From an optimization exercise on the open Yosys and OpenROAD flow, aimed at a short achievable clock period and few clock cycles; shortcuts taken in it are not production practice. Function was checked by simulation only, so behaviour that the tests miss may differ from the original. Power is estimated from default activity; no workload was simulated.

==> flow/design.v <==
`timescale 1ns/1ps
module mux2 (
        input logic [31:0] d0, d1,
        input logic s,
        output logic [31:0] y
    );
    assign y = s ? d1: d0;
endmodule  
module mux3 (
       input logic [31:0] d0, d1, d2,
       input logic [1:0] s,
       output logic [31:0] y
   );
   always_comb begin
       unique case (s)
           2'b00: y = d0;
           2'b01: y = d1;
           2'b10: y = d2;
           default: y = 32'b0;
       endcase
   end
endmodule  
module mux5 (
    input logic [31:0] d0, d1, d2, d3, d4,
    input logic [2:0] s,
    output logic [31:0] y
    );
    always_comb begin
        unique case (s)
            3'b000: y = d0;
            3'b001: y = d1;
            3'b010: y = d2;
            3'b011: y = d3;
            3'b100: y = d4;
            default: y = 32'b0;
        endcase
    end
endmodule
module regfile (input logic clk, we3, reset,
                input logic [4:0] a1, a2, a3,
                input logic [31:0] wd3,
                output logic [31:0] rd1, rd2);
    (* preserve *) logic [31:0] rf[31:0];
    always_ff @(posedge clk) begin
        if (reset) begin
            integer i;
            for (i = 0; i < 32; i=i+1)
                rf[i] <= 32'b0;
        end else if (we3 && (a3 != 5'b0)) rf[a3] <= wd3;
    end
    always_comb begin
        if (we3 && (a3 == a1) && (a3 != 5'b0)) rd1 = wd3;  
        else if (a1 == 0) rd1 = 32'b0;  
        else rd1 = rf[a1];  
        if (we3 && (a3 == a2) && (a3 != 5'b0)) rd2 = wd3;
        else if (a2 == 0) rd2 = 32'b0;
        else rd2 = rf[a2];
    end
endmodule  
module ALU (input logic [31:0] d0, d1,
            input logic [3:0] s,
            output logic [31:0] y);
    always_comb begin
        unique case (s)
            4'b0000: y = d0 + d1;  
            4'b0001: y = d0 - d1;  
            4'b0111: y = d0 << d1[4:0];  
            4'b0101: y = ($signed(d0) < $signed(d1)) ? 32'b1 : 32'b0;  
            4'b0110: y = (d0 < d1) ? 32'b1 : 32'b0;  
            4'b0100: y = d0 ^ d1;  
            4'b1001: y = $signed(d0) >>> d1[4:0];  
            4'b1000: y = d0 >> d1[4:0];  
            4'b0011: y = d0 | d1;  
            4'b0010: y = d0 & d1;  
            default: y = 32'b0;
        endcase
    end
endmodule  
module branch_unit (input logic [31:0] SrcAE, SrcBE,
                    input logic [2:0] funct3E,
                    output logic branchTakenE
);
    logic eqE, ltE, ltuE;
    assign eqE = (SrcAE == SrcBE);
    assign ltE = $signed(SrcAE) < $signed(SrcBE);
    assign ltuE = $unsigned(SrcAE) < $unsigned(SrcBE);
    always_comb begin
        unique case (funct3E)
            3'b000: branchTakenE = eqE;  
            3'b001: branchTakenE = !eqE;  
            3'b100: branchTakenE = ltE;  
            3'b101: branchTakenE = !ltE;  
            3'b110: branchTakenE = ltuE;  
            3'b111: branchTakenE = !ltuE;  
            default: branchTakenE = 1'b0;
        endcase
    end
endmodule  
`timescale 1ns/1ps
module IFregister (input logic clk, en, reset,
                    input logic [31:0] d,
                    output logic [31:0] q);
    always_ff @(posedge clk)
        if (reset) begin
            q <= 32'b0;
        end
        else if (en) q <= d;
endmodule  
module IFIDregister (input logic clk, en, reset,
                    input logic [31:0] RD_instr, PCF, PCPlus4F,
                    output logic [31:0] InstrD, PCD, PCPlus4D);
    always_ff @(posedge clk)
        if (reset) begin
            InstrD <= 32'b0;
            PCD <= 32'b0;
            PCPlus4D <= 32'b0;
        end
        else if (en) begin
            InstrD <= RD_instr;
            PCD <= PCF;
            PCPlus4D <= PCPlus4F;
        end
endmodule  
module IDEXregister (input logic clk, en, reset,
                    input logic RegWriteD,
                    input logic [2:0] ResultSrcD,
                    input logic MemWriteD,
                    input logic JumpD,
                    input logic BranchD,
                    input logic [3:0] ALUControlD,
                    input logic ALUSrcD,
                    input logic SrcAsrcD,
                    input logic [2:0] funct3D,
                    input logic jumpRegD,
                    output logic RegWriteE,
                    output logic [2:0] ResultSrcE,
                    output logic MemWriteE,
                    output logic JumpE,
                    output logic BranchE,
                    output logic [3:0] ALUControlE,
                    output logic ALUSrcE,
                    output logic SrcAsrcE,
                    output logic [2:0] funct3E,
                    output logic jumpRegE,
                    input logic [31:0] RD1, RD2, PCD,
                    input logic [4:0] Rs1D, Rs2D, RdD,
                    input logic [31:0] ImmExtD,
                    input logic [31:0] PCPlus4D,
                    output logic [31:0] RD1E, RD2E, PCE,
                    output logic [4:0] Rs1E, Rs2E, RdE,
                    output logic [31:0] ImmExtE,
                    output logic [31:0] PCPlus4E
);
    always_ff @(posedge clk) begin
        if (reset) begin
            RegWriteE <= 1'b0;
            ResultSrcE <= 3'b0;
            MemWriteE <= 1'b0;
            JumpE <= 1'b0;
            BranchE <= 1'b0;
            ALUControlE <= 4'b0;
            ALUSrcE <= 1'b0;
            SrcAsrcE <= 1'b0;
            funct3E <= 3'b0;
            jumpRegE <= 1'b0;
            RD1E <= 32'b0;
            RD2E <= 32'b0;
            PCE <= 32'b0;
            Rs1E <= 5'b0;
            Rs2E <= 5'b0;
            RdE <= 5'b0;
            ImmExtE <= 32'b0;
            PCPlus4E <= 32'b0;
        end
        else if (en) begin
            RegWriteE <= RegWriteD;
            ResultSrcE <= ResultSrcD;
            MemWriteE <= MemWriteD;
            JumpE <= JumpD;
            BranchE <= BranchD;
            ALUControlE <= ALUControlD;
            ALUSrcE <= ALUSrcD;
            SrcAsrcE <= SrcAsrcD;
            funct3E <= funct3D;
            jumpRegE <= jumpRegD;
            RD1E <= RD1; RD2E <= RD2; PCE <= PCD;
            Rs1E <= Rs1D; Rs2E <= Rs2D; RdE <= RdD;
            ImmExtE <= ImmExtD;
            PCPlus4E <= PCPlus4D;
        end
    end   
endmodule
module EXMEMregister (input logic clk, en, reset,  
                    input logic RegWriteE,
                    input logic [2:0] ResultSrcE,
                    input logic MemWriteE,
                    input logic [2:0] funct3E,
                    output logic RegWriteM,
                    output logic [2:0] ResultSrcM,
                    output logic MemWriteM,
                    output logic [2:0] funct3M,
                    input logic [31:0] ALUResultE,
                    input logic [31:0] WriteDataE,
                    input logic [4:0] RdE,
                    input logic [31:0] ImmExtE,
                    input logic [31:0] PCPlus4E,
                    input logic [31:0] multiplier_resultE,
                    input logic [31:0] divider_resultE,
                    output logic [31:0] ALUResultM,
                    output logic [31:0] WriteDataM,
                    output logic [4:0] RdM,
                    output logic [31:0] ImmExtM,
                    output logic [31:0] PCPlus4M,
                    output logic [31:0] multiplier_resultM,
                    output logic [31:0] divider_resultM
);
    always_ff @(posedge clk) begin
        if (reset) begin
            RegWriteM <= 1'b0;
            ResultSrcM <= 3'b0;
            MemWriteM <= 1'b0;
            funct3M <= 3'b0;
            ALUResultM <= 32'b0;
            WriteDataM <= 32'b0;
            RdM <= 5'b0;
            ImmExtM <= 32'b0;
            PCPlus4M <= 32'b0;
            multiplier_resultM <= 32'b0;
            divider_resultM <= 32'b0;
        end
        else if (en) begin
            RegWriteM <= RegWriteE;
            ResultSrcM <= ResultSrcE;
            MemWriteM <= MemWriteE;
            funct3M <= funct3E;
            ALUResultM <= ALUResultE;
            WriteDataM <= WriteDataE;
            RdM <= RdE;
            ImmExtM <= ImmExtE;
            PCPlus4M <= PCPlus4E;
            multiplier_resultM <= multiplier_resultE;
            divider_resultM <= divider_resultE;
        end
    end  
endmodule
module MEMWBregister (input logic clk, en, reset,  
                    input logic RegWriteM,
                    input logic [2:0] ResultSrcM,
                    output logic RegWriteW,
                    output logic [2:0] ResultSrcW,
                    input logic [31:0] ALUResultM,
                    input logic [31:0] load_data,
                    input logic [4:0] RdM,
                    input logic [31:0] ImmExtM,
                    input logic [31:0] PCPlus4M,
                    input logic [31:0] multdiv_resultM,
                    output logic [31:0] ALUResultW,
                    output logic [31:0] ReadDataW,
                    output logic [4:0] RdW,
                    output logic [31:0] ImmExtW,
                    output logic [31:0] PCPlus4W,
                    output logic [31:0] multdiv_resultW
);
    always_ff @(posedge clk) begin
        if (reset) begin
            RegWriteW <= 1'b0;
            ResultSrcW <= 3'b0;
            ALUResultW <= 32'b0;
            ReadDataW <= 32'b0;
            RdW <= 5'b0;
            ImmExtW <= 32'b0;
            PCPlus4W <= 32'b0;
            multdiv_resultW <= 32'b0;
        end
        else if (en) begin
            RegWriteW <= RegWriteM;
            ResultSrcW <= ResultSrcM;
            ALUResultW <= ALUResultM;
            ReadDataW <= load_data;
            RdW <= RdM;
            ImmExtW <= ImmExtM;
            PCPlus4W <= PCPlus4M;
            multdiv_resultW <= multdiv_resultM;
        end
    end   
endmodule
`timescale 1ns/1ps
module extend (
    input  logic [24:0] instr_31_7,
    input  logic [2:0]  immsrc,
    output logic [31:0] immext
);
    always_comb begin
        unique case (immsrc)
            3'b000: immext = { {20{instr_31_7[24]}}, instr_31_7[24:13] };
            3'b001: immext = { {20{instr_31_7[24]}}, instr_31_7[24:18], instr_31_7[4:0] };
            3'b010: immext = { {20{instr_31_7[24]}}, instr_31_7[0], instr_31_7[23:18],
                               instr_31_7[4:1], 1'b0 };
            3'b011: immext = { {12{instr_31_7[24]}}, instr_31_7[12:5], instr_31_7[13],
                               instr_31_7[23:14], 1'b0 };
            3'b100: immext = { instr_31_7[24:5], 12'b0 };
            default: immext = 32'b0;  
        endcase
    end
endmodule
`timescale 1ns/1ps
module loadext (
    input logic [2:0] LoadTypeM,  
    input logic [31:0] RD_data,
    input logic [1:0] byteAddrM,
    output logic [31:0] load_data
);
    always_comb begin
        unique case (LoadTypeM)
            3'b000: 
            case (byteAddrM)  
                2'b00: load_data = {{24{RD_data[7]}}, RD_data[7:0]};
                2'b01: load_data = {{24{RD_data[15]}}, RD_data[15:8]};
                2'b10: load_data = {{24{RD_data[23]}}, RD_data[23:16]};
                2'b11: load_data = {{24{RD_data[31]}}, RD_data[31:24]};
                default: load_data = 31'b0;
            endcase
            3'b100: 
            case (byteAddrM)  
                2'b00: load_data = {24'b0, RD_data[7:0]};
                2'b01: load_data = {24'b0, RD_data[15:8]};
                2'b10: load_data = {24'b0, RD_data[23:16]};
                2'b11: load_data = {24'b0, RD_data[31:24]};
                default: load_data = 32'b0;
            endcase
            3'b001: load_data = (byteAddrM[1] ==  1'b0)
                                ? {{16{RD_data[15]}}, RD_data[15:0]}
                                : {{16{RD_data[31]}}, RD_data[31:16]};
            3'b101: load_data = (byteAddrM[1] == 1'b0)
                                ? {16'b0, RD_data[15:0]}
                                : {16'b0, RD_data[31:16]};
            3'b010: load_data = RD_data;  
            default: load_data = 3'b000;
        endcase
    end
endmodule
`timescale 1ns/1ps
module maindec (input logic [6:0] op,
                input logic funct7_b0,
                output logic [2:0] ResultSrcD,
                output logic MemWriteD,
                output logic BranchD,
                output logic ALUSrcD,
                output logic RegWriteD,
                output logic JumpD,
                output logic [2:0] ImmSrcD,
                output logic [1:0] ALUOp,
                output logic SrcAsrcD,
                output logic jumpRegD
    );
    always_comb begin
        unique case (op)
            7'b0000011: begin
                RegWriteD = 1'b1;
                ImmSrcD = 3'b000;
                ALUSrcD = 1'b1;
                MemWriteD = 1'b0;
                ResultSrcD = 3'b001;
                BranchD = 1'b0;
                ALUOp = 2'b00;
                JumpD = 1'b0;
                SrcAsrcD = 1'b0;
                jumpRegD = 1'b1;
            end  
            7'b0100011: begin
                RegWriteD = 1'b0;
                ImmSrcD = 3'b001;
                ALUSrcD = 1'b1;
                MemWriteD = 1'b1;
                ResultSrcD = 3'b000;
                BranchD = 1'b0;
                ALUOp = 2'b00;
                JumpD = 1'b0;
                SrcAsrcD = 1'b0;
                jumpRegD = 1'b1;
            end  
            7'b0110011: begin
                if (funct7_b0) begin  
                    RegWriteD = 1'b1;
                    ImmSrcD = 3'b000;
                    ALUSrcD = 1'b0;
                    MemWriteD = 1'b0;
                    ResultSrcD = 3'b100;
                    BranchD = 1'b0;
                    ALUOp = 2'b10;
                    JumpD = 1'b0;
                    SrcAsrcD = 1'b0;
                    jumpRegD = 1'b1;
                end
                else begin
                    RegWriteD = 1'b1;
                    ImmSrcD = 3'b000;
                    ALUSrcD = 1'b0;
                    MemWriteD = 1'b0;
                    ResultSrcD = 3'b000;
                    BranchD = 1'b0;
                    ALUOp = 2'b10;
                    JumpD = 1'b0;
                    SrcAsrcD = 1'b0;
                    jumpRegD = 1'b1;
                end
            end  
            7'b0010011: begin
                RegWriteD = 1'b1;
                ImmSrcD = 3'b000;
                ALUSrcD = 1'b1;
                MemWriteD = 1'b0;
                ResultSrcD = 3'b000;
                BranchD = 1'b0;
                ALUOp = 2'b10;
                JumpD = 1'b0;
                SrcAsrcD = 1'b0;
                jumpRegD = 1'b1;
            end  
            7'b1100011: begin
                RegWriteD = 1'b0;
                ImmSrcD = 3'b010;
                ALUSrcD = 1'b0;
                MemWriteD = 1'b0;
                ResultSrcD = 3'b000;
                BranchD = 1'b1;
                ALUOp = 2'b01;
                JumpD = 1'b0;
                SrcAsrcD = 1'b0;
                jumpRegD = 1'b1;
            end  
            7'b0110111: begin
                RegWriteD = 1'b1;
                ImmSrcD = 3'b100;
                ALUSrcD = 1'b1;
                MemWriteD = 1'b0;
                ResultSrcD = 3'b011;
                BranchD = 1'b0;
                ALUOp = 2'b00;
                JumpD = 1'b0;
                SrcAsrcD = 1'b0;
                jumpRegD = 1'b1;
            end  
            7'b0010111: begin
                RegWriteD = 1'b1;
                ImmSrcD = 3'b100;
                ALUSrcD = 1'b1;
                MemWriteD = 1'b0;
                ResultSrcD = 3'b000;
                BranchD = 1'b0;
                ALUOp = 2'b00;
                JumpD = 1'b0;
                SrcAsrcD = 1'b1;
                jumpRegD = 1'b1;
            end  
            7'b1101111: begin
                RegWriteD = 1'b1;
                ImmSrcD = 3'b011;
                ALUSrcD = 1'b0;
                MemWriteD = 1'b0;
                ResultSrcD = 3'b010;
                BranchD = 1'b0;
                ALUOp = 2'b00;
                JumpD = 1'b1;
                SrcAsrcD = 1'b1;
                jumpRegD = 1'b1;
            end  
            7'b1100111: begin
                RegWriteD = 1'b1;
                ImmSrcD = 3'b000;
                ALUSrcD = 1'b0;
                MemWriteD = 1'b0;
                ResultSrcD = 3'b010;
                BranchD = 1'b0;
                ALUOp = 2'b00;
                JumpD = 1'b1;
                SrcAsrcD = 1'b0;
                jumpRegD = 1'b0;
            end  
            default: begin
                RegWriteD = 1'b0;
                ImmSrcD = 3'b000;
                ALUSrcD = 1'b0;
                MemWriteD = 1'b0;
                ResultSrcD = 3'b000;
                BranchD = 1'b0;
                ALUOp = 2'b00;
                JumpD = 1'b0;
                SrcAsrcD = 1'b0;
                jumpRegD = 1'b0;
            end
        endcase
    end
endmodule
`timescale 1ns/1ps
module aludec (
    input logic opb5,  
    input logic [2:0] funct3,  
    input logic funct7b5,  
    input logic [1:0] ALUOp,
    output logic [3:0] ALUControl
);
    logic RtypeSub;
    assign RtypeSub = funct7b5 & opb5;  
    localparam [3:0]
        ADD = 4'b0000,
        SUB = 4'b0001,
        AND = 4'b0010,
        OR = 4'b0011,
        XOR = 4'b0100,
        SLT = 4'b0101,
        SLTU = 4'b0110,
        SLL = 4'b0111,
        SRL = 4'b1000,
        SRA = 4'b1001;
    always_comb begin
            unique case (ALUOp)
                2'b00: ALUControl = ADD;  
                2'b01: ALUControl = SUB;  
                default: begin
                    unique case (funct3)
                        3'b000: ALUControl = RtypeSub ? SUB : ADD;
                        3'b001: ALUControl = SLL;
                        3'b010: ALUControl = SLT;  
                        3'b011: ALUControl = SLTU;  
                        3'b100: ALUControl = XOR;
                        3'b101: ALUControl = funct7b5 ? SRA : SRL;  
                        3'b110: ALUControl = OR;  
                        3'b111: ALUControl = AND;  
                    endcase
                end
            endcase
        end
endmodule
`timescale 1ns/1ps
module controller (input logic [6:0] op,
                   input logic [2:0] funct3,
                   input logic [6:0] funct7,
                   output logic [2:0] ResultSrcD,
                   output logic RegWriteD,
                   output logic MemWriteD,
                   output logic JumpD,
                   output logic BranchD,
                   output logic ALUSrcD,
                   output logic [2:0] ImmSrcD,
                   output logic SrcAsrcD,
                   output logic [2:0] funct3D,
                   output logic jumpRegD,
                   output logic [3:0] ALUControlD
                   );
    logic [1:0] ALUOp;
    assign funct3D = funct3;
    maindec md(
        .op(op),
        .funct7_b0(funct7[0]),
        .ResultSrcD(ResultSrcD),
        .MemWriteD(MemWriteD),
        .BranchD(BranchD),
        .ALUSrcD(ALUSrcD),
        .RegWriteD(RegWriteD),
        .JumpD(JumpD),
        .ImmSrcD(ImmSrcD),
        .ALUOp(ALUOp),
        .SrcAsrcD(SrcAsrcD),
        .jumpRegD(jumpRegD)
    );
    aludec ad(
        .opb5(op[5]),
        .funct3(funct3),
        .funct7b5(funct7[5]),
        .ALUOp(ALUOp),
        .ALUControl(ALUControlD)
    );
endmodule
`timescale 1ns/1ps
module hazard (
                input logic [4:0] Rs1D, Rs2D,
                input logic [4:0] Rs1E, Rs2E, RdE,
                input logic PCSrcE, 
                input logic ResultSrcE_zero,
                input logic [4:0] RdM,
                input logic RegWriteM,
                input logic [4:0] RdW,
                input logic RegWriteW,
                input logic stalled,
                output logic StallF, StallD,
                output logic FlushD, FlushE,
                output logic [1:0] ForwardAE, ForwardBE
);
    logic lwStall;
    always_comb begin
        if ( ( (Rs1E == RdM) && RegWriteM ) && (Rs1E != 0) )
            ForwardAE = 2'b10;
        else if ( ((Rs1E == RdW) && RegWriteW) && (Rs1E != 0) )
            ForwardAE = 2'b01;
        else ForwardAE = 2'b00;
        if ( ( (Rs2E == RdM) && RegWriteM ) && (Rs2E != 0) )
            ForwardBE = 2'b10;
        else if ( ((Rs2E == RdW) && RegWriteW) && (Rs2E != 0) )
            ForwardBE = 2'b01;
        else ForwardBE = 2'b00;
    end
    assign lwStall = ResultSrcE_zero & ( (Rs1D == RdE) | (Rs2D == RdE) );
    assign StallF = lwStall | stalled;
    assign StallD = lwStall | stalled;
    assign FlushD = PCSrcE;
    assign FlushE = lwStall | PCSrcE;
endmodule
`timescale 1ns/1ps
module multiplier(
    input logic             clk,
    input logic             reset,
    input logic             ce,
    input logic  [2:0]      funct3,
    input logic  [31:0]     a, b,
    output logic [31:0]     result,
    output logic            stall
);
    typedef enum logic [1:0] { IDLE, S0, S1, S2} state_t;
    state_t state, next_state;
    logic [31:0] a_r, b_r;
    logic [1:0]  f_r;
    logic [63:0] product_r;
    logic signed [32:0] a_ext, b_ext;
    logic signed [65:0] product;
    always_ff @(posedge clk) begin
        if (reset) state <= IDLE;
        else state <= next_state;
    end
    always_comb begin
        next_state = state;
        stall = 0;
        unique case (state)
            IDLE: if (ce) begin
                next_state = S0;
                stall = 1;
            end
            S0: begin
                next_state = S1;
                stall = 1;
            end
            S1: begin
                next_state = S2;
                stall = 1;
            end
            S2: begin
                next_state = IDLE;
                stall = 0;
            end
        endcase
    end
    always_ff @(posedge clk) begin
        if (state == IDLE && ce) begin
            a_r <= a;
            b_r <= b;
            f_r <= funct3[1:0];
        end
    end
    assign a_ext = {(f_r != 2'b11) & a_r[31], a_r};
    assign b_ext = {(f_r[1] == 1'b0) & b_r[31], b_r};
    assign product = a_ext * b_ext;
    always_ff @(posedge clk) begin
        if (state == S1) product_r <= product[63:0];
    end
    always_comb begin
        unique case (funct3)
            3'b000: result = product_r[31:0];
            3'b001: result = product_r[63:32];
            3'b010: result = product_r[63:32];
            3'b011: result = product_r[63:32];
            default: result = 32'b0;
        endcase
    end
endmodule
`timescale 1ns/1ps
module divider (
    input logic clk,
    input logic reset,
    input logic [2:0] funct3,
    input logic ex_is_div,
    input logic [31:0] a,
    input logic [31:0] b,
    output logic stall,
    output logic [31:0] result
);
    typedef enum logic [1:0] { IDLE, BUSY, DONE } state_t;
    state_t state;
    logic [5:0]  count;
    logic [31:0] quot, rem, divisor;
    logic        neg_q, neg_r, by_zero;
    logic [31:0] a_r;
    logic [33:0] diff;
    logic is_signed;
    assign is_signed = (funct3 == 3'b100 || funct3 == 3'b110);
    assign diff = {1'b0, rem, quot[31]} - {2'b0, divisor};
    always_ff @(posedge clk) begin
        if (reset) begin
            state <= IDLE;
        end
        else begin
            unique case (state)
                IDLE: if (ex_is_div) begin
                    state   <= BUSY;
                    count   <= 6'd32;
                    a_r     <= a;
                    by_zero <= (b == 32'b0);
                    neg_q   <= is_signed & (a[31] ^ b[31]);
                    neg_r   <= is_signed & a[31];
                    quot    <= (is_signed & a[31]) ? -a : a;
                    divisor <= (is_signed & b[31]) ? -b : b;
                    rem     <= 32'b0;
                end
                BUSY: begin
                    if (!diff[33]) begin
                        rem  <= diff[31:0];
                        quot <= {quot[30:0], 1'b1};
                    end
                    else begin
                        rem  <= {rem[30:0], quot[31]};
                        quot <= {quot[30:0], 1'b0};
                    end
                    count <= count - 6'd1;
                    if (count == 6'd1) state <= DONE;
                end
                DONE: state <= IDLE;
                default: state <= IDLE;
            endcase
        end
    end
    always_comb begin
        unique case (state)
            IDLE:    stall = ex_is_div;
            BUSY:    stall = 1'b1;
            default: stall = 1'b0;
        endcase
    end
    logic [31:0] q_final, r_final;
    assign q_final = by_zero ? 32'hFFFF_FFFF : (neg_q ? -quot : quot);
    assign r_final = by_zero ? a_r : (neg_r ? -rem : rem);
    assign result = funct3[1] ? r_final : q_final;
endmodule
`timescale 1ns/1ps
module datapath (
    input logic         clk,
    input logic         reset,
    input logic         RegWriteD,
    input logic [2:0]   ResultSrcD,
    input logic         MemWriteD,
    input logic         JumpD,
    input logic         BranchD,
    input logic [3:0]   ALUControlD,
    input logic         ALUSrcD,
    input logic [2:0]   ImmSrcD,
    input logic         SrcAsrcD,
    input logic [2:0]   funct3D,
    input logic         jumpRegD,
    input logic         StallF,
    input logic         StallD,
    input logic         FlushD,
    input logic         FlushE,
    input logic [1:0]   ForwardAE,
    input logic [1:0]   ForwardBE,
    input logic [31:0]  RD_instr,
    input logic [31:0]  RD_data,
    output logic [31:0] PCF,
    output logic [31:0] ALUResultM,
    output logic [31:0] WriteDataM,
    output logic [3:0]  byteEnable,
    output logic        MemWriteM,
    output logic [6:0]  opcode,
    output logic [2:0]  funct3,
    output logic [6:0]  funct7,
    output logic [4:0]  Rs1D, Rs2D,
    output logic [4:0]  Rs1E, Rs2E,
    output logic [4:0]  RdE,
    output logic        PCSrcE,
    output logic        ResultSrcE_zero,
    output logic        RegWriteM,
    output logic        RegWriteW,
    output logic [4:0]  RdM,
    output logic [4:0]  RdW,
    output logic        stalled
);
    logic [31:0] PCPlus4F, PCTargetE, PCF_new;
    mux2 pcmux(
        .d0(PCPlus4F),
        .d1(PCTargetE),
        .s(PCSrcE),
        .y(PCF_new)
    );
    IFregister ifreg(
        .clk(clk),
        .en(~StallF),
        .reset(reset),
        .d(PCF_new),
        .q(PCF)
    );
    logic [31:0] PCD, PCPlus4D;
    logic [31:0] RD1, RD2;
    logic [31:0] ResultW;
    logic [31:0] ImmExtD;
    logic [4:0] RdD;
    logic [31:0] InstrD;
    assign Rs1D = InstrD[19:15];
    assign Rs2D = InstrD[24:20];
    assign RdD = InstrD[11:7];
    assign opcode = InstrD[6:0];
    assign funct3 = InstrD[14:12];
    assign funct7 = InstrD[31:25];
    assign PCPlus4F = PCF + 32'd4;
    IFIDregister ifidreg(
        .clk(clk),
        .reset(FlushD | reset),
        .en(~StallD),
        .RD_instr(RD_instr),
        .PCF(PCF),
        .PCPlus4F(PCPlus4F),
        .InstrD(InstrD),
        .PCD(PCD),
        .PCPlus4D(PCPlus4D)
    );
    regfile rf(
        .clk(clk),
        .we3(RegWriteW),
        .reset(reset),
        .a1(Rs1D),
        .a2(Rs2D),
        .a3(RdW),
        .wd3(ResultW),
        .rd1(RD1),
        .rd2(RD2)
    );
    extend ext(
        .instr_31_7(InstrD[31:7]),
        .immsrc(ImmSrcD),
        .immext(ImmExtD)
    );
    logic [31:0] RD1E, RD2E, PCE;
    logic [31:0] ImmExtE;
    logic [31:0] PCPlus4E;
    logic [31:0] SrcAE, SrcBE;
    logic [31:0] WriteDataE;
    (* keep = "true" *) logic [31:0] ALUResultE;
    logic SrcAsrcE, ALUSrcE;
    logic RegWriteE;
    logic [2:0] ResultSrcE;
    logic MemWriteE, JumpE, BranchE;
    logic [3:0] ALUControlE;
    logic [2:0] funct3E;
    logic branchTakenE;
    logic jumpRegE;
    IDEXregister idexreg(
        .clk(clk),
        .en(~stalled),
        .reset(FlushE | reset),
        .RegWriteD(RegWriteD),
        .ResultSrcD(ResultSrcD),
        .MemWriteD(MemWriteD),
        .JumpD(JumpD),
        .BranchD(BranchD),
        .ALUControlD(ALUControlD),
        .ALUSrcD(ALUSrcD),
        .SrcAsrcD(SrcAsrcD),
        .funct3D(funct3D),
        .jumpRegD(jumpRegD),
        .RegWriteE(RegWriteE),
        .ResultSrcE(ResultSrcE),
        .MemWriteE(MemWriteE),
        .JumpE(JumpE),
        .BranchE(BranchE),
        .ALUControlE(ALUControlE),
        .ALUSrcE(ALUSrcE),
        .SrcAsrcE(SrcAsrcE),
        .funct3E(funct3E),
        .jumpRegE(jumpRegE),
        .RD1(RD1),
        .RD2(RD2),
        .PCD(PCD),
        .Rs1D(Rs1D),
        .Rs2D(Rs2D),
        .RdD(RdD),
        .ImmExtD(ImmExtD),
        .PCPlus4D(PCPlus4D),
        .RD1E(RD1E), .RD2E(RD2E), .PCE(PCE),
        .Rs1E(Rs1E), .Rs2E(Rs2E), .RdE(RdE),
        .ImmExtE(ImmExtE),
        .PCPlus4E(PCPlus4E)
    );
    assign PCSrcE = (BranchE & branchTakenE) | JumpE;
    assign ResultSrcE_zero = ResultSrcE[0];
    logic [31:0] SrcAE_input1;
    mux3 SrcAE_input1mux(
        .d0(RD1E),
        .d1(ResultW),
        .d2(ALUResultM),
        .s(ForwardAE),
        .y(SrcAE_input1)
    );
    mux2 SrcAEmux(
        .d0(SrcAE_input1),
        .d1(PCE),
        .s(SrcAsrcE),
        .y(SrcAE)
    );
    mux3 WriteDataEmux(
        .d0(RD2E),
        .d1(ResultW),
        .d2(ALUResultM),
        .s(ForwardBE),
        .y(WriteDataE)
    );
    mux2 SrcBEmux(
        .d0(WriteDataE),
        .d1(ImmExtE),
        .s(ALUSrcE),
        .y(SrcBE)
    );
    branch_unit bu(
        .SrcAE(SrcAE), .SrcBE(SrcBE),
        .funct3E(funct3E),
        .branchTakenE(branchTakenE)
    );
    logic [31:0] adder_base;
    assign adder_base = jumpRegE ? PCE : SrcAE_input1;
    assign PCTargetE = adder_base + ImmExtE;
    ALU alu(
        .d0(SrcAE),
        .d1(SrcBE),
        .s(ALUControlE),
        .y(ALUResultE)
    );
    logic [31:0] multiplier_resultE, divider_resultE;
    logic        ex_is_muldiv;
    logic        ex_mul, ex_div;
    logic        mul_stall, div_stall;
    assign ex_is_muldiv = ResultSrcE[2];
    assign ex_div = ex_is_muldiv ? funct3E[2] : 0;
    assign ex_mul = ex_is_muldiv ? !funct3E[2] : 0;
    assign stalled = mul_stall | div_stall;
    multiplier multiplier (
       .clk(clk),
       .ce(ex_mul),
       .reset(reset),
       .funct3(funct3E),
       .a(SrcAE),
       .b(SrcBE),
       .stall(mul_stall),
       .result(multiplier_resultE)
   );
   divider divider (
        .clk(clk),
        .ex_is_div(ex_div),
        .reset(reset),
        .funct3(funct3E),
        .a(SrcAE),
        .b(SrcBE),
        .stall(div_stall),
        .result(divider_resultE)
   );
    logic [31:0]    PCPlus4M;
    logic [2:0]     funct3M;
    logic [2:0]     ResultSrcM;
    logic [1:0]     byteAddrM;
    logic [31:0]    load_data;
    logic [31:0]    ImmExtM;
    logic [31:0]    multiplier_resultM;
    logic [31:0]    divider_resultM;
    logic [31:0]    multdiv_resultM;
    assign byteAddrM = ALUResultM[1:0];
    assign multdiv_resultM = funct3M[2] ? divider_resultM : multiplier_resultM;
    EXMEMregister exmemreg(
        .clk(clk),
        .en(~stalled),
        .reset(reset),
        .RegWriteE(RegWriteE),
        .ResultSrcE(ResultSrcE),
        .MemWriteE(MemWriteE),
        .funct3E(funct3E),
        .RegWriteM(RegWriteM),
        .ResultSrcM(ResultSrcM),
        .MemWriteM(MemWriteM),
        .funct3M(funct3M),
        .ALUResultE(ex_is_muldiv ? (funct3E[2] ? divider_resultE : multiplier_resultE) : ALUResultE),
        .WriteDataE(funct3E[1] ? WriteDataE : (funct3E[0] ? {2{WriteDataE[15:0]}} : {4{WriteDataE[7:0]}})),
        .RdE(RdE),
        .ImmExtE(ImmExtE),
        .PCPlus4E(PCPlus4E),
        .multiplier_resultE(multiplier_resultE),
        .divider_resultE(divider_resultE),
        .ALUResultM(ALUResultM),  
        .WriteDataM(WriteDataM),
        .RdM(RdM),
        .ImmExtM(ImmExtM),
        .PCPlus4M(PCPlus4M),
        .multiplier_resultM(multiplier_resultM),
        .divider_resultM(divider_resultM)
    );
    always_comb begin
        unique case (funct3M)  
            3'b000: unique case (byteAddrM)
                2'b00: byteEnable = 4'b0001;  
                2'b01: byteEnable = 4'b0010;  
                2'b10: byteEnable = 4'b0100;  
                2'b11: byteEnable = 4'b1000;  
            endcase
            3'b001: byteEnable = (byteAddrM[1] == 0)  
                                    ? 4'b0011  
                                    : 4'b1100;  
            3'b010: byteEnable = 4'b1111;
            default: byteEnable = 4'b0;
        endcase
    end
    loadext loadext(
        .LoadTypeM(funct3M),
        .RD_data(RD_data),
        .byteAddrM(byteAddrM),
        .load_data(load_data)
    );
    logic [31:0] ALUResultW;
    logic [31:0] ReadDataW;
    logic [31:0] PCPlus4W;
    logic [31:0] ImmExtW;
    logic [2:0] ResultSrcW;
    logic [31:0] multdiv_resultW;
    MEMWBregister wbreg(
        .clk(clk),
        .en(~stalled),
        .reset(reset),
        .RegWriteM(RegWriteM),
        .ResultSrcM(ResultSrcM),
        .RegWriteW(RegWriteW),
        .ResultSrcW(ResultSrcW),
        .ALUResultM(ALUResultM),
        .load_data(load_data),
        .RdM(RdM),
        .ImmExtM(ImmExtM),
        .PCPlus4M(PCPlus4M),
        .multdiv_resultM(multdiv_resultM),
        .ALUResultW(ALUResultW),
        .ReadDataW(ReadDataW),
        .RdW(RdW),
        .ImmExtW(ImmExtW),
        .PCPlus4W(PCPlus4W),
        .multdiv_resultW(multdiv_resultW)
    );
    mux5 ResultWmux(
        .d0(ALUResultW),
        .d1(ReadDataW),
        .d2(PCPlus4W),
        .d3(ImmExtW),
        .d4(multdiv_resultW),
        .s(ResultSrcW),
        .y(ResultW)
    );
endmodule
`timescale 1ns/1ps
module riscv (
    input logic             clk,
    input logic             reset,
    input logic [31:0]      RD_instr,
    input logic [31:0]      RD_data,
    output logic [31:0]     PCF,
    output logic [31:0]     ALUResultM,
    output logic [31:0]     WriteDataM,
    output logic            MemWriteM,
    output logic [3:0]      byteEnable
    );
    logic           RegWriteD;
    logic [2:0]     ResultSrcD;
    logic           MemWriteD;
    logic           JumpD;
    logic           BranchD;
    logic [3:0]     ALUControlD;
    logic           ALUSrcD;
    logic [2:0]     ImmSrcD;
    logic           SrcAsrcD;
    logic ResultSrcE_zero;
    logic StallD, StallF;
    logic FlushD, FlushE;
    logic [1:0] ForwardAE, ForwardBE;
    logic PCSrcE;
    logic [4:0] Rs1D, Rs2D;
    logic [2:0] funct3D;
    logic [4:0] Rs1E, Rs2E, RdE;
    logic [4:0] RdM, RdW;
    logic RegWriteM, RegWriteW;
    logic stalled;
    logic [6:0] opcode;
    logic [2:0] funct3;
    logic [6:0] funct7;
    logic jumpRegD;
    controller controller (
        .op(opcode),
        .funct3(funct3),
        .funct7(funct7),
        .ResultSrcD(ResultSrcD),
        .RegWriteD(RegWriteD),
        .MemWriteD(MemWriteD),
        .JumpD(JumpD),
        .BranchD(BranchD),
        .ALUSrcD(ALUSrcD),
        .ImmSrcD(ImmSrcD),
        .SrcAsrcD(SrcAsrcD),
        .funct3D(funct3D),
        .jumpRegD(jumpRegD),
        .ALUControlD(ALUControlD)
    );
    datapath datapath (
        .clk(clk),
        .reset(reset),
        .RegWriteD(RegWriteD),
        .ResultSrcD(ResultSrcD),
        .MemWriteD(MemWriteD),
        .JumpD(JumpD),
        .BranchD(BranchD),
        .ALUControlD(ALUControlD),
        .ALUSrcD(ALUSrcD),
        .ImmSrcD(ImmSrcD),
        .SrcAsrcD(SrcAsrcD),
        .funct3D(funct3D),
        .jumpRegD(jumpRegD),
        .StallF(StallF),
        .StallD(StallD),
        .FlushD(FlushD),
        .FlushE(FlushE),
        .ForwardAE(ForwardAE),
        .ForwardBE(ForwardBE),
        .RD_instr(RD_instr),
        .RD_data(RD_data),
        .PCF(PCF),
        .ALUResultM(ALUResultM),
        .WriteDataM(WriteDataM),
		.MemWriteM(MemWriteM),
        .opcode(opcode),
        .funct3(funct3),
        .funct7(funct7),
        .byteEnable(byteEnable),
        .Rs1D(Rs1D),
        .Rs2D(Rs2D),
        .Rs1E(Rs1E),
        .Rs2E(Rs2E),
        .RdE(RdE),
        .PCSrcE(PCSrcE),
        .ResultSrcE_zero(ResultSrcE_zero),
        .RegWriteM(RegWriteM),
        .RegWriteW(RegWriteW),
        .RdM(RdM),
        .RdW(RdW),
        .stalled(stalled)
    );
    hazard hazard_unit (
        .Rs1D(Rs1D), .Rs2D(Rs2D),
        .Rs1E(Rs1E), .Rs2E(Rs2E), .RdE(RdE),
        .PCSrcE(PCSrcE),
        .ResultSrcE_zero(ResultSrcE_zero),
        .RdM(RdM),
        .RegWriteM(RegWriteM),
        .RdW(RdW),
        .RegWriteW(RegWriteW),
        .stalled(stalled),
        .StallF(StallF),
        .StallD(StallD), 
        .FlushD(FlushD),
        .FlushE(FlushE),
        .ForwardAE(ForwardAE),
        .ForwardBE(ForwardBE)
    );
endmodule
==> flow/run.sh <==
#!/bin/bash
# synth_recipe.tcl (not shown) runs the flow's synth.tcl, then flattens the netlist and writes it again
# the make line also repeats each setting of config.mk as NAME=value (left out here)
make -C /OpenROAD-flow-scripts/flow DESIGN_CONFIG=/design/flow/config.mk WORK_HOME=/design/flow/orfs CLKGATE_MAP_FILE= SYNTH_SCRIPT=/design/flow/synth_recipe.tcl finish
==> flow/config.mk <==
export PLATFORM = sky130hd
export DESIGN_NAME = riscv
export DESIGN_NICKNAME = riscv
export VERILOG_FILES = /design/flow/design.v
export SDC_FILE = /design/flow/constraint.sdc
export NUM_CORES = 4
export LEC_CHECK = 0
export CAP_MARGIN = 20
export CORE_MARGIN = 2
export CORE_UTILIZATION = 40
export PLACE_DENSITY = 0.6
export SLEW_MARGIN = 20
==> flow/constraint.sdc <==
create_clock -name core_clock -period 10.0 [get_ports {clk}]
set_input_delay 2.0000 -clock core_clock [delete_from_list [all_inputs] [get_ports {clk}]]
set_output_delay 2.0000 -clock core_clock [all_outputs]
set_load 0.01 [all_outputs]
==> run_summary.xml <==
<?xml version="1.0" encoding="UTF-8"?>
<metrics>
  <group name="sta">
    <metric name="max_clock_freq" unit="MHz">107</metric>
    <metric name="grt_setup_unrepaired" unit="">false</metric>
    <metric name="slew_at_the_pin_closest_to_its_max_slew_limit" unit="ns">1.30</metric>
    <metric name="setup_total_negative_slack" unit="ns">0</metric>
    <metric name="slew_headroom" unit="%">13.1</metric>
    <metric name="hold_slack" unit="ns">0.433</metric>
    <metric name="final_max_slew_viol_count" unit="">0</metric>
    <metric name="worst_clock_skew" unit="ns">0.108</metric>
    <metric name="timing.final.setup_violations" unit="">0</metric>
    <metric name="final.setup.worst_slack" unit="ns">0.679</metric>
    <metric name="finalCriticalPeriod" unit="ns">9.32</metric>
    <metric name="final_hold_violating_endpoints" unit="">0</metric>
    <metric name="final.period_utilization" unit="%">93.2</metric>
  </group>
  <group name="clocking">
    <metric name="tritoncts" unit="">built</metric>
    <metric name="postCtsSetupBuffers" unit="">0</metric>
    <metric name="clockBufferDepth" unit="">4</metric>
    <metric name="cts.root.buffer_cell" unit="">clkbuf_16</metric>
    <metric name="post_cts_resize_count" unit="">0</metric>
    <metric name="numCtsBuffers" unit="">220</metric>
    <metric name="clock_sinks" unit="">1995</metric>
    <metric name="clock_transition_at_the_registers_of_the_reported_paths" unit="ns">0.06</metric>
    <metric name="skew_pair_late_insertion_delay" unit="ns">0.93</metric>
    <metric name="cts-hold-fix-buffers" unit="">0</metric>
    <metric name="htree_num_levels" unit="">4</metric>
  </group>
  <group name="layout">
    <metric name="regArea" unit="µm²">52900</metric>
    <metric name="number_of_flip_flops_under_the_largest_register_name" unit="">1024</metric>
    <metric name="fin_area" unit="µm²">160000</metric>
    <metric name="share_of_post_route_cells_with_drive_strength_above_1" unit="%">12.5</metric>
    <metric name="most-common-layout-cells" unit="">nand2_1 (1963), nor2_1 (1600), edfxtp_1 (1291)</metric>
    <metric name="layout_top_registers" unit="">datapath.rf.rf: 1024 flops, datapath.multiplier.product_r: 64 flops</metric>
    <metric name="syn_to_final_growth" unit="%">10.6</metric>
    <metric name="final_core_utilization" unit="%">44.5</metric>
    <metric name="final_common_cell" unit="">nand2_1</metric>
    <metric name="multi_input_comb_area" unit="µm²">83600</metric>
    <metric name="n_fill_cell" unit="">33881</metric>
    <metric name="finish.cell_count_without_fillers" unit="">18791</metric>
    <metric name="regMostFlops" unit="">datapath.rf.rf</metric>
    <metric name="finish.net_count" unit="">15405</metric>
  </group>
  <group name="critical_path">
    <metric name="setup.worst_path.class" unit="">flop to flop</metric>
    <metric name="critPathArrivalTime" unit="ns">9.92</metric>
    <metric name="worst_setup_path_end_kind" unit="">flop</metric>
    <metric name="critPathLaunchType" unit="">flop</metric>
    <metric name="worst_path_required_time" unit="ns">10.60</metric>
    <metric name="path_max_fanout" unit="">21</metric>
  </group>
  <group name="floorplan">
    <metric name="row_count" unit="">220</metric>
    <metric name="floorplan.die_area" unit="µm²">366000</metric>
    <metric name="num_io_pins" unit="">167</metric>
    <metric name="fp.dieH" unit="µm">605</metric>
    <metric name="die_width" unit="µm">605</metric>
    <metric name="core_area" unit="µm²">359000</metric>
    <metric name="initial_utilization" unit="%">40.2</metric>
  </group>
  <group name="synth">
    <metric name="synth_area_per_inst" unit="µm²">10.3</metric>
    <metric name="synth_warnings" unit="">18</metric>
    <metric name="syn_inst" unit="">14035</metric>
    <metric name="syn_area" unit="µm²">144000</metric>
  </group>
  <group name="status">
    <metric name="outcome" unit="">complete, no violations</metric>
  </group>
  <group name="routing">
    <metric name="drt_first_iter_violations" unit="">14021</metric>
    <metric name="post-route-drc-count" unit="">0</metric>
    <metric name="route.antenna.remaining_nets" unit="">0</metric>
    <metric name="via_per_inst" unit="">5.96</metric>
    <metric name="routed_wirelength" unit="mm">561</metric>
    <metric name="number_of_search_and_repair_iterations_in_the_first_detailed_routing_pass" unit="">7</metric>
    <metric name="detail_route.wl_per_cell" unit="µm">29.8</metric>
    <metric name="num_vias" unit="">111950</metric>
  </group>
  <group name="grt">
    <metric name="initial_antenna_violation_count" unit="">26</metric>
    <metric name="globalRoute.totalOverflow" unit="">0</metric>
    <metric name="grt_first_pass_wirelength" unit="mm">802</metric>
    <metric name="grt_start_max_net_pins" unit="">188</metric>
    <metric name="first_global_vias" unit="">111119</metric>
    <metric name="grtUsageTotal" unit="%">30.4</metric>
  </group>
  <group name="placed_design">
    <metric name="dpl_worst_slack" unit="ns">0.578</metric>
    <metric name="port_buffers" unit="">166</metric>
    <metric name="placed_area" unit="µm²">153000</metric>
    <metric name="dp.cells" unit="">18376</metric>
    <metric name="place_congestion" unit="">1.05</metric>
    <metric name="dp_hpwl" unit="mm">401</metric>
  </group>
  <group name="pwr">
    <metric name="worst_ir_drop_vdd" unit="µV">151</metric>
    <metric name="report.power.total" unit="mW">22.7</metric>
    <metric name="pwr_density_cell" unit="nW/µm²">142</metric>
    <metric name="static-leakage-power" unit="nW">61.8</metric>
  </group>
  <group name="run">
    <metric name="max-cap-violations" unit="">0</metric>
  </group>
  <group name="hold_path">
    <metric name="worstHoldPathType" unit="">flop to flop</metric>
  </group>
</metrics>
==> where the power goes <==
group | internal, mW | leakage, nW | switching [mW] | total (mW)
clock | 4.70 | 3.47 | 3.54 | 8.23
sequential | 9.15 | 18.8 | 0.407 | 9.55
combinational | 1.65 | 39.5 | 3.25 | 4.91
==> per-layer routing <==
metal / track usage, % / vias to the layer above / share of wire, %
met5: 0 / - / 0.012
met3: 6.95 / 1499 / 10
met2: 47.5 / 6213 / 45
met4: 19.5 / 10 / 7.8
li1: - / 47599 / -
met1: 38.0 / 56629 / 37
==> cell type report <==
class	instances	share of cell area, %
diodes	15	0.0235
clock buffers	289	3.76
clock inverters	108	0.663
inverters	1290	3.03
multi-input cells	9703	52.3
flip-flops and latches	1995	33.1
well taps	4773	3.74
repair buffers	618	3.34
==> critical path, stage by stage, from the launching register on <==
cell	delay, ns
edfxtp_1	0.92
nand2_1	0.18
fa_1	0.56
inv_1	0.05
fa_1	0.47
fa_1	0.51
inv_1	0.05
fa_1	0.48
inv_1	0.05
fa_1	0.48
fa_1	0.53
fa_1	0.52
inv_1	0.06
fa_1	0.50
inv_1	0.05
ha_1	0.35
a21oi_1	0.30
o211ai_1	0.14
a221oi_1	0.29
o21ai_0	0.17
o21a_1	0.28
a221oi_1	0.58
o21ai_0	0.43
a41o_1	0.39
a21o_1	0.21
a31oi_1	0.31
o311ai_0	0.19
==> worst paths after layout <==
kind	cells after the start	start	end	slack, ns
max	26	datapath.multiplier.b_r[6]	datapath.multiplier.product_r[61]	0.68
min	2	datapath.idexreg.PCPlus4E[10]	datapath.exmemreg.PCPlus4M[10]	0.43
max reg2reg	26	datapath.multiplier.b_r[6]	datapath.multiplier.product_r[61]	0.68
min reg2reg	2	datapath.idexreg.PCPlus4E[10]	datapath.exmemreg.PCPlus4M[10]	0.43
Testbench counts, summed over its fixed seeds: cycles 156,776.

port drivers added, routing unchanged:
How much do the figures lean on ideal ports? The routed layout below was timed once more, with nothing changed but the port constraints. Step 1: set_driving_cell puts a clkbuf_16 on clk and a buf_2 on each other input, an assumption about the parent block. Step 2, shift: input delay + t, output delay - t, t = (earliest + latest rising clock arrival at the registers) / 2. This alone moves slack from input paths to output paths. Three values: ideal, step 1, step 2; two values: the first two.
t, ns: 0.981
slack for setup (ns): 0.679 / 0.679 / 0.679
hold WS [ns]: 0.433 / 0.433 / 0.433
cell pins on the clock port's net: 1
After both steps this run still meets setup and hold. For this run, drivers alone change the setup slack by 0.000 ns; drivers and shift together by 0.000 ns.
